What follows belongs to an exercise in optimizing a design on an open flow for small area and a short achievable clock period; a production flow would make more cautious choices.
No activity file was given, so power comes from the tool's default toggle rates.

## resizer
module resizer (
	input clk,
	input rst,
	input s_valid_i,
	input s_last_i,
	input [2:0] s_keep_i,
	input [11:0] s_data_i,
	output wire s_ready_o,
	output m_valid_o,
	input m_ready_i,
	output m_last_o,
	output [1:0] m_keep_o,
	output [7:0] m_data_o
);
reg        sev;         
reg [15:0] se;          
always @(posedge clk) begin
	if (rst) begin
		sev <= 1'b0;
		se  <= 16'd0;
	end else begin
		sev <= s_valid_i;
		se  <= {s_last_i, s_data_i[11:8], s_keep_i[2], s_data_i[7:4], s_keep_i[1], s_data_i[3:0], s_keep_i[0]};
	end
end
reg rst_q;
always @(posedge clk) rst_q <= rst;
reg [4:0] w;        
reg [11:0] r;       
reg [6:0] q;        
reg nov;            
reg uf;             
reg pu;             
reg rep;            
reg [11:0] me;      
reg [1:0]  mk;      
reg        mv, ml;
reg [359:0] kd;     
reg [23:0]  lb;     
wire [23:0] en;
rz_wen u_wen (.w(w), .wr(sev & nov), .rst_q(rst_q), .en(en));
genvar gs;
generate
for (gs = 0; gs < 24; gs = gs + 1) begin : slot
	always @(posedge clk) begin
		if (en[gs]) begin
			kd[15*gs +: 15] <= se[14:0];
			lb[gs]          <= se[15];
		end
	end
end
endgenerate
wire [11:0] rd;
rz_read u_read (.kd(kd), .lb(lb), .r(r), .rd(rd));
wire [4:0] w_0, w_1;
wire [11:0] r_0, r_1;
wire [6:0] q_0, q_1;
wire ov_0, ov_1, uf_0, uf_1, pu_0, pu_1, rep_0, rep_1, mv_0, mv_1, ml_0, ml_1;
wire [1:0] mk_0, mk_1;
rz_next u_next (
  ...
Size: ~1100 cells after synthesis.
clock: 6.0 ns
lec_check: 0
cap_margin: 20
core_margin: 2
core_utilization: 55
cts_buf_list: sky130_fd_sc_hd__clkbuf_8
setup_slack_margin: 3.6
slew_margin: 20
synth_hierarchical: 1
run.sh (not shown) runs the stock make flow with config.mk's settings and CLKGATE_MAP_FILE= SYNTH_SCRIPT=/design/flow/synth_recipe.tcl, a recipe that flattens the netlist after the stock synthesis.
The baseline passed the timing, DRC and antenna checks.
==> next run, changes <==
Settings changed: CORE_UTILIZATION 55 to 40, CTS_BUF_LIST sky130_fd_sc_hd__clkbuf_8 to not set.
After rerunning: Non-clock buffer count went up by 6. Power went up by a little under a tenth. Critical path depth went down by 2. Combinational power went up by a few percent. Routed wire length went down by a few percent.
No run of this note included a check of the RTL's function; only the layout flow was run.

========
resizer, a different RTL version from the one above (not shown whole).
For scale: roughly 1200 cells after synthesis, about 450 flip-flops, about 33 I/O pins, roughly 18000 sq um of cells after synthesis.
Settings: LEC_CHECK=0, CAP_MARGIN=20, CORE_MARGIN=2, CORE_UTILIZATION=60, SETUP_SLACK_MARGIN=3.8, SLEW_MARGIN=20, SYNTH_HIERARCHICAL=1; clock period 6.0 ns.
standard.sh (not shown) runs the stock make flow with config.mk's settings and CLKGATE_MAP_FILE= SYNTH_SCRIPT=/design/flow/synth_recipe.tcl, a recipe that flattens the netlist after the stock synthesis.
==> flow/flow/run.sh <==
#!/bin/bash
# Standard ORFS layout (the standard.sh, unchanged synthesis), with two
# placement/CTS choices: plain buf_4 cells as the port buffers, and clock tree
# synthesis without dummy loads.  Each tool's output goes to its own log here.
set -uo pipefail
export BUFFER_PORTS_ARGS="-buffer_cell sky130_fd_sc_hd__buf_4"
export CTS_ARGS="-sink_clustering_enable -repair_clock_nets -dont_use_dummy_load -root_buf sky130_fd_sc_hd__clkbuf_16 -buf_list sky130_fd_sc_hd__clkbuf_16 -sink_clustering_buffer sky130_fd_sc_hd__clkbuf_16 -sink_clustering_size 30 -sink_clustering_max_diameter 100"
bash standard.sh synth > flow_synth.log 2>&1
bash standard.sh floorplan > flow_floorplan.log 2>&1
bash standard.sh place > flow_place.log 2>&1
bash standard.sh cts > flow_cts.log 2>&1
bash standard.sh route > flow_route.log 2>&1
bash standard.sh finish > flow_finish.log 2>&1
Rerun with:
--- a/flow/flow/run.sh
+++ b/flow/flow/run.sh
@@ -7 +7 @@
-export CTS_ARGS="-sink_clustering_enable -repair_clock_nets -dont_use_dummy_load -root_buf sky130_fd_sc_hd__clkbuf_16 -buf_list sky130_fd_sc_hd__clkbuf_16 -sink_clustering_buffer sky130_fd_sc_hd__clkbuf_16 -sink_clustering_size 30 -sink_clustering_max_diameter 100"
+export CTS_ARGS="-sink_clustering_enable -repair_clock_nets -dont_use_dummy_load -root_buf sky130_fd_sc_hd__clkbuf_16 -buf_list sky130_fd_sc_hd__clkbuf_8 -sink_clustering_buffer sky130_fd_sc_hd__clkbuf_8 -sink_clustering_size 16 -sink_clustering_max_diameter 70"
Settings changed: SETUP_SLACK_MARGIN 3.8 to 3.9.
After rerunning:
- The new run passed the timing, DRC and antenna checks
- flip-flop and latch count does not change
- cell area goes up by 0.75%
- worst setup slack gains 0.12 ns
- register-to-register slack is better by 0.12 ns
- cell count rose by 0.98%
- wire length grows by 2.3%
- die area stays the same
No run of this note included a check of the RTL's function; only the layout flow was run.

static timing again, ports no longer ideal:
How much do the figures lean on ideal ports? The routed layouts below were timed once more, with nothing changed but the port constraints.
Step 1 sets driving cells, clkbuf_16 on the clock port and buf_2 on the other inputs (assumed; they add their load-dependent delay and slew).
Step 2, shift: input delay + t, output delay - t, t = (earliest + latest rising clock arrival at the registers) / 2. This alone moves slack from input paths to output paths.
Slacks: ideal ports / drivers / drivers and shift; pairs: ideal ports / drivers.
| run | t, ns | setup WS [ns] | worst hold slack (ns) | worst setup path after step 2 |
|---|---|---|---|---|
| the first run of note 1 | 0.661 | 3.467 / 3.467 / 3.125 | 0.460 / 0.460 / 0.460 | input to register |
| the second run of note 1 | 0.630 | 3.444 / 3.444 / 3.113 | 0.469 / 0.469 / 0.469 | input to register |
| the first run of note 2 | 0.566 | 3.586 / 3.586 / 3.540 | 0.476 / 0.476 / 0.476 | input to register |
| the second run of note 2 | 0.549 | 3.705 / 3.705 / 3.487 | 0.479 / 0.479 / 0.479 | input to register |
After both steps setup and hold are still met in every run listed. For the first run of note 1, which loses most, drivers alone change the setup slack by 0.000 ns; drivers and shift together by -0.342 ns.
